This design comes from an exercise in tuning for small area, a short achievable clock period and few clock cycles on the open sky130 flow, not from production work. The RTL was checked by simulation tests, not by an equivalence proof against the original design.

delta:
==> flow/design.v <==
`timescale 1ns / 1ps
module regfile(
	input clk,
	input rst,
	input [4:0] ra1,
	output [31:0] rd1,
	input [4:0] ra2,
	output [31:0] rd2,
	input we,
	input [4:0] wa,
	input [31:0] wd
);
	reg [31:0] r [1:31];
	wire [31:0] wdat = wd & {32{~rst}};
	genvar g;
	generate
		for (g = 1; g < 32; g = g + 1) begin : regs
			always @(posedge clk)
				if (rst || (we && wa == g))
					r[g] <= wdat;
		end
	endgenerate
	reg [31:0] o1, o2;
	integer i;
	always @(*) begin
		o1 = 32'b0;
		o2 = 32'b0;
		for (i = 1; i < 32; i = i + 1) begin
			o1 = o1 | ({32{ra1 == i}} & r[i]);
			o2 = o2 | ({32{ra2 == i}} & r[i]);
		end
	end
	assign rd1 = o1;
	assign rd2 = o2;
endmodule
`timescale 1ns / 1ps
module mips_core(
	input clk,
	input rst,
	output [31:0] imem_addr,
	input [31:0] imem_rdata,
	output [31:0] dmem_addr,
	output [31:0] dmem_wdata,
	output dmem_we,
	input [31:0] dmem_rdata
	);
	reg        e_we, e_ld, e_st;
	reg [4:0]  e_rd;
	reg [31:0] e_a, e_b, e_sd;
	reg        e_sadd, e_sslt, e_slog, e_ssh, e_sb;
	reg        e_sub, e_uns, e_shr, e_sha;
	reg [1:0]  e_lop;
	reg        e_mov, e_movn;
	reg [9:0]  e_t0, e_t1;
	reg        e_cz, e_cn;    
	reg [7:0]  e_cg;          
	reg        e_cs;          
	reg        m_we, m_ld, m_st;
	reg [4:0]  m_rd;
	reg [31:0] m_res, m_sd;
	wire [31:0] ins = imem_rdata;
	wire [5:0] op = ins[31:26];
	wire [5:0] fn = ins[5:0];
	wire [4:0] rs = ins[25:21];
	wire [4:0] rt = ins[20:16];
	wire [4:0] rd = ins[15:11];
	wire [4:0] sh = ins[10:6];
	wire [15:0] imm = ins[15:0];
	wire d_r      = (op == 6'h00);
	wire d_jr     = d_r && (fn == 6'h08);
	wire d_mov    = d_r && (fn[5:1] == 5'b00101);
	wire d_shimm  = d_r && (fn[5:2] == 4'b0000);
	wire d_shift  = d_r && (fn[5:3] == 3'b000);
	wire d_addsub = d_r && (fn[5:2] == 4'b1000);
	wire d_logic  = d_r && (fn[5:2] == 4'b1001);
	wire d_slt    = d_r && (fn[5:1] == 5'b10101);
	wire d_regimm = (op == 6'h01);
	wire d_j      = (op == 6'h02);
	wire d_bcmp   = (op[5:1] == 5'b00010);
	wire d_bz     = (op[5:1] == 5'b00011);
	wire d_immop  = (op[5:3] == 3'b001);
	wire d_addi   = (op[5:1] == 5'b00100);
	wire d_slti   = (op[5:1] == 5'b00101);
	wire d_logi   = (op[5:2] == 4'b0011) && (op[1:0] != 2'b11);
	wire d_lui    = (op == 6'h0F);
	wire d_lw     = (op == 6'h23);
	wire d_sw     = (op == 6'h2B);
	wire [4:0] d_rd = d_r ? rd : rt;
	wire d_we = ((d_r && !d_jr) || d_immop || d_lw) && (d_rd != 5'd0);
	wire d_use_rs = !(d_j || d_shimm || d_lui);
	wire d_use_rt = d_r || d_bcmp || d_sw;
	wire [31:0] rf1, rf2;
	wire [31:0] m_val = m_ld ? dmem_rdata : m_res;
	wire [31:0] alu;
	wire e_wr;
	regfile regfile(
		.clk(clk), .rst(rst),
		.ra1(rs), .rd1(rf1),
		.ra2(rt), .rd2(rf2),
		.we(m_we), .wa(m_rd), .wd(m_val)
	);
	wire e_hit1 = e_wr && (e_rd == rs);
	wire e_hit2 = e_wr && (e_rd == rt);
	wire m_hit1 = m_we && (m_rd == rs);
	wire m_hit2 = m_we && (m_rd == rt);
	wire [31:0] rs_m = m_hit1 ? m_val : rf1;
	wire [31:0] rt_m = m_hit2 ? m_val : rf2;
	wire [31:0] rs_val = e_hit1 ? alu : rs_m;
	wire [31:0] rt_val = e_hit2 ? alu : rt_m;
	wire stall = e_we && e_ld &&
		((d_use_rs && e_rd == rs) || (d_use_rt && e_rd == rt));
	wire [31:0] immext = d_lui ? {imm, 16'b0} :
	                     d_logi ? {16'b0, imm} : {{16{imm[15]}}, imm};
	wire d_useimm = d_immop || d_lw || d_sw;
	wire [31:0] d_a = d_shimm ? {27'b0, sh} : rs_val;
	wire [31:0] d_c = d_bcmp ? (rs_val ^ rt_val) : rs_val;
	wire [7:0] d_cg;
	genvar gi;
	generate
		for (gi = 0; gi < 8; gi = gi + 1) begin : cgroup
			assign d_cg[gi] = ~|d_c[4*gi+3:4*gi];
		end
	endgenerate
	wire d_sub = (d_addsub && fn[1]) || d_slt || d_slti;
	wire [31:0] d_b = (d_useimm ? immext : rt_val) ^ {32{d_sub}};
	wire [9:0] fpc;
	wire cond;
	wire [9:0] d_off = imm[9:0] + 10'd1;
	wire [9:0] fnext = cond ? e_t1 + 10'd1 : e_t0 + 10'd1;
	wire [9:0] ftgt = cond ? e_t1 + d_off : e_t0 + d_off;
	wire d_inv = d_regimm ? rt[0] : op[0];
	reg [9:0] d_t0, d_t1;
	always @(*) begin
		d_t0 = fnext;
		d_t1 = fnext;
		if (rst) begin
			d_t0 = 10'd0;
			d_t1 = 10'd0;
		end else if (stall) begin
			d_t0 = fpc;
			d_t1 = fpc;
		end else if (d_j) begin
			d_t0 = ins[9:0];
			d_t1 = ins[9:0];
		end else if (d_jr) begin
			d_t0 = rs_val[11:2];
			d_t1 = rs_val[11:2];
		end else if (d_bcmp || d_bz || d_regimm) begin
			if (d_inv) d_t0 = ftgt;
			else d_t1 = ftgt;
		end
	end
	wire kill = rst || stall;
	always @(posedge clk) begin
		if (kill) begin
			e_we <= 1'b0;
			e_ld <= 1'b0;
			e_st <= 1'b0;
			e_cz <= 1'b0;
			e_cn <= 1'b0;
		end else begin
			e_we <= d_we;
			e_ld <= d_lw;
			e_st <= d_sw;
			e_cz <= d_bcmp || d_bz;
			e_cn <= d_bz || d_regimm;
		end
		e_t0   <= d_t0;
		e_t1   <= d_t1;
		e_cg   <= d_cg;
		e_cs   <= d_c[31];
		e_rd   <= d_rd;
		e_a    <= d_a;
		e_b    <= d_b;
		e_sd   <= rt_val;
		e_sadd <= d_addsub || d_addi || d_lw || d_sw;
		e_sslt <= d_slt || d_slti;
		e_slog <= d_logic || d_logi;
		e_ssh  <= d_shift;
		e_sb   <= d_mov || d_lui;
		e_sub  <= d_sub;
		e_uns  <= d_r ? fn[0] : op[0];
		e_lop  <= d_r ? fn[1:0] : op[1:0];
		e_shr  <= fn[1];
		e_sha  <= fn[0];
		e_mov  <= d_mov;
		e_movn <= fn[0];
	end
	wire [32:0] sum = {1'b0, e_a} + {1'b0, e_b} + {32'b0, e_sub};
	wire lt = e_uns ? ~sum[32] : ((e_a[31] == e_b[31]) ? e_a[31] : sum[31]);
	reg [31:0] lg;
	always @(*)
		case (e_lop)
			2'b00: lg = e_a & e_b;
			2'b01: lg = e_a | e_b;
			2'b10: lg = e_a ^ e_b;
			default: lg = ~(e_a | e_b);
		endcase
	function [31:0] rev;
		input [31:0] x;
		integer k;
		for (k = 0; k < 32; k = k + 1) rev[k] = x[31 - k];
	endfunction
	wire [31:0] shin = e_shr ? e_b : rev(e_b);
	wire [31:0] shout = $signed({e_shr & e_sha & e_b[31], shin}) >>> e_a[4:0];
	wire [31:0] shv = e_shr ? shout : rev(shout);
	assign alu = ({32{e_sadd}} & sum[31:0]) |
	             ({32{e_sslt}} & {31'b0, lt}) |
	             ({32{e_slog}} & lg) |
	             ({32{e_ssh}}  & shv) |
	             ({32{e_sb}}   & e_b);
	wire a_zero = (e_a == 32'b0);      
	assign cond = (e_cz && (&e_cg)) || (e_cn && e_cs);
	assign fpc = cond ? e_t1 : e_t0;
	assign e_wr = e_we && (!e_mov || (a_zero ^ e_movn));
	always @(posedge clk) begin
		if (rst) begin
			m_we <= 1'b0;
			m_ld <= 1'b0;
			m_st <= 1'b0;
		end else begin
			m_we <= e_wr;
			m_ld <= e_ld;
			m_st <= e_st;
		end
		m_rd  <= e_rd;
		m_res <= alu;
		m_sd  <= e_sd;
	end
	assign imem_addr = {20'b0, fpc, 2'b00};
	assign dmem_addr = m_res;
	assign dmem_wdata = m_sd;
	assign dmem_we = m_st;
endmodule
==> flow/config.mk <==
export PLATFORM = sky130hd
export DESIGN_NAME = mips_core
export DESIGN_NICKNAME = mips_core
export VERILOG_FILES = /design/flow/design.v
export SDC_FILE = /design/flow/constraint.sdc
export NUM_CORES = 4
export LEC_CHECK = 0
export CAP_MARGIN = 20
export CORE_MARGIN = 2
export CORE_UTILIZATION = 50
export PLACE_DENSITY = 0.6
export SETUP_SLACK_MARGIN = 4.3
export SLEW_MARGIN = 20
==> flow/constraint.sdc <==
create_clock -name core_clock -period 8.0 [get_ports {clk}]
set_input_delay 1.6000 -clock core_clock [delete_from_list [all_inputs] [get_ports {clk}]]
set_output_delay 1.6000 -clock core_clock [all_outputs]
set_load 0.01 [all_outputs]
standard.sh (not shown) runs the stock make flow with config.mk's settings and CLKGATE_MAP_FILE= SYNTH_SCRIPT=/design/flow/synth_recipe.tcl, a recipe that flattens the netlist after the stock synthesis.
==> flow/flow/run.sh <==
#!/bin/bash
# The standard layout, except that the port buffers are plain buf_4 cells
# instead of the delay buffers the resizer picks by default.
set -euo pipefail
export BUFFER_PORTS_ARGS="-buffer_cell sky130_fd_sc_hd__buf_4"
bash standard.sh > standard.log 2>&1
delta: complete, dirty (max-capacitance violations, max-slew violations)
Testbench counts of delta, summed over its fixed seeds: cycles 41,921.
Setup changes, delta to gamma
==> flow/flow/run.sh <==
#!/bin/bash
# The standard layout with two changes:
#  - the port buffers are plain buf_4 cells instead of the delay buffers the
#    resizer picks by default;
#  - clock tree synthesis clusters up to 24 flip-flops per leaf buffer and
#    inserts no dummy loads (the tree stays balanced; fewer, equal buffers).
set -euo pipefail
export BUFFER_PORTS_ARGS="-buffer_cell sky130_fd_sc_hd__buf_4"
export CTS_ARGS="-sink_clustering_enable -repair_clock_nets -dont_use_dummy_load -sink_clustering_size 24 -sink_clustering_max_diameter 80 -buf_list sky130_fd_sc_hd__clkbuf_16"
bash standard.sh > standard.log 2>&1
==> flow/config.mk <==
export PLATFORM = sky130hd
export DESIGN_NAME = mips_core
export DESIGN_NICKNAME = mips_core
export VERILOG_FILES = /design/flow/design.v
export SDC_FILE = /design/flow/constraint.sdc
export NUM_CORES = 4
export LEC_CHECK = 0
export ABC_AREA = 1
export CAP_MARGIN = 40
export CORE_MARGIN = 2
export CORE_UTILIZATION = 45
export PLACE_DENSITY = 0.55
export SETUP_SLACK_MARGIN = 4.3
export SLEW_MARGIN = 40
### Flow results
gamma ended with every stage complete and zero timing, DRC or antenna violations.
Area: gamma vs delta -> gamma smaller
On count of non-CTS buffers in the layout: gamma sits below delta.
NOTE: area fraction in compound gates after synthesis in gamma falls short of that of delta
Against delta, gamma reports a final period demand of the worst path that is higher.
[diff] worst setup slack, gamma relative to delta: regression
The core of gamma is less densely filled than that of delta.
Between delta and gamma, the number of clock buffer instances in the layout is higher for delta.
Register share of the cell area (lower): delta

## static timing again, ports no longer ideal
The flow's constraints put no driver on any port. The routed layouts listed below were extracted and timed again, unchanged, in two steps. Step 1, drivers: a clkbuf_16 drives clk and a buf_2 each remaining input, both assumed. Step 2, shift: input delay + t, output delay - t, t = (earliest + latest rising clock arrival at the registers) / 2. This alone moves slack from input paths to output paths. Three values: ideal, step 1, step 2; two values: the first two.
run | t, ns | setup WS [ns] | worst setup path at the end | slew at the worst register clock pin (ns) | cell pins on the clock port's net
delta | 0.875 | 3.934 / 3.895 / 3.081 | input to register | 0.08 / 0.08 | 1
gamma | 0.784 | 3.789 / 3.708 / 3.396 | input to register | 0.11 / 0.11 | 1
The setup slack of delta, which loses most, moves by -0.039 ns with the drivers and by -0.853 ns with both steps.
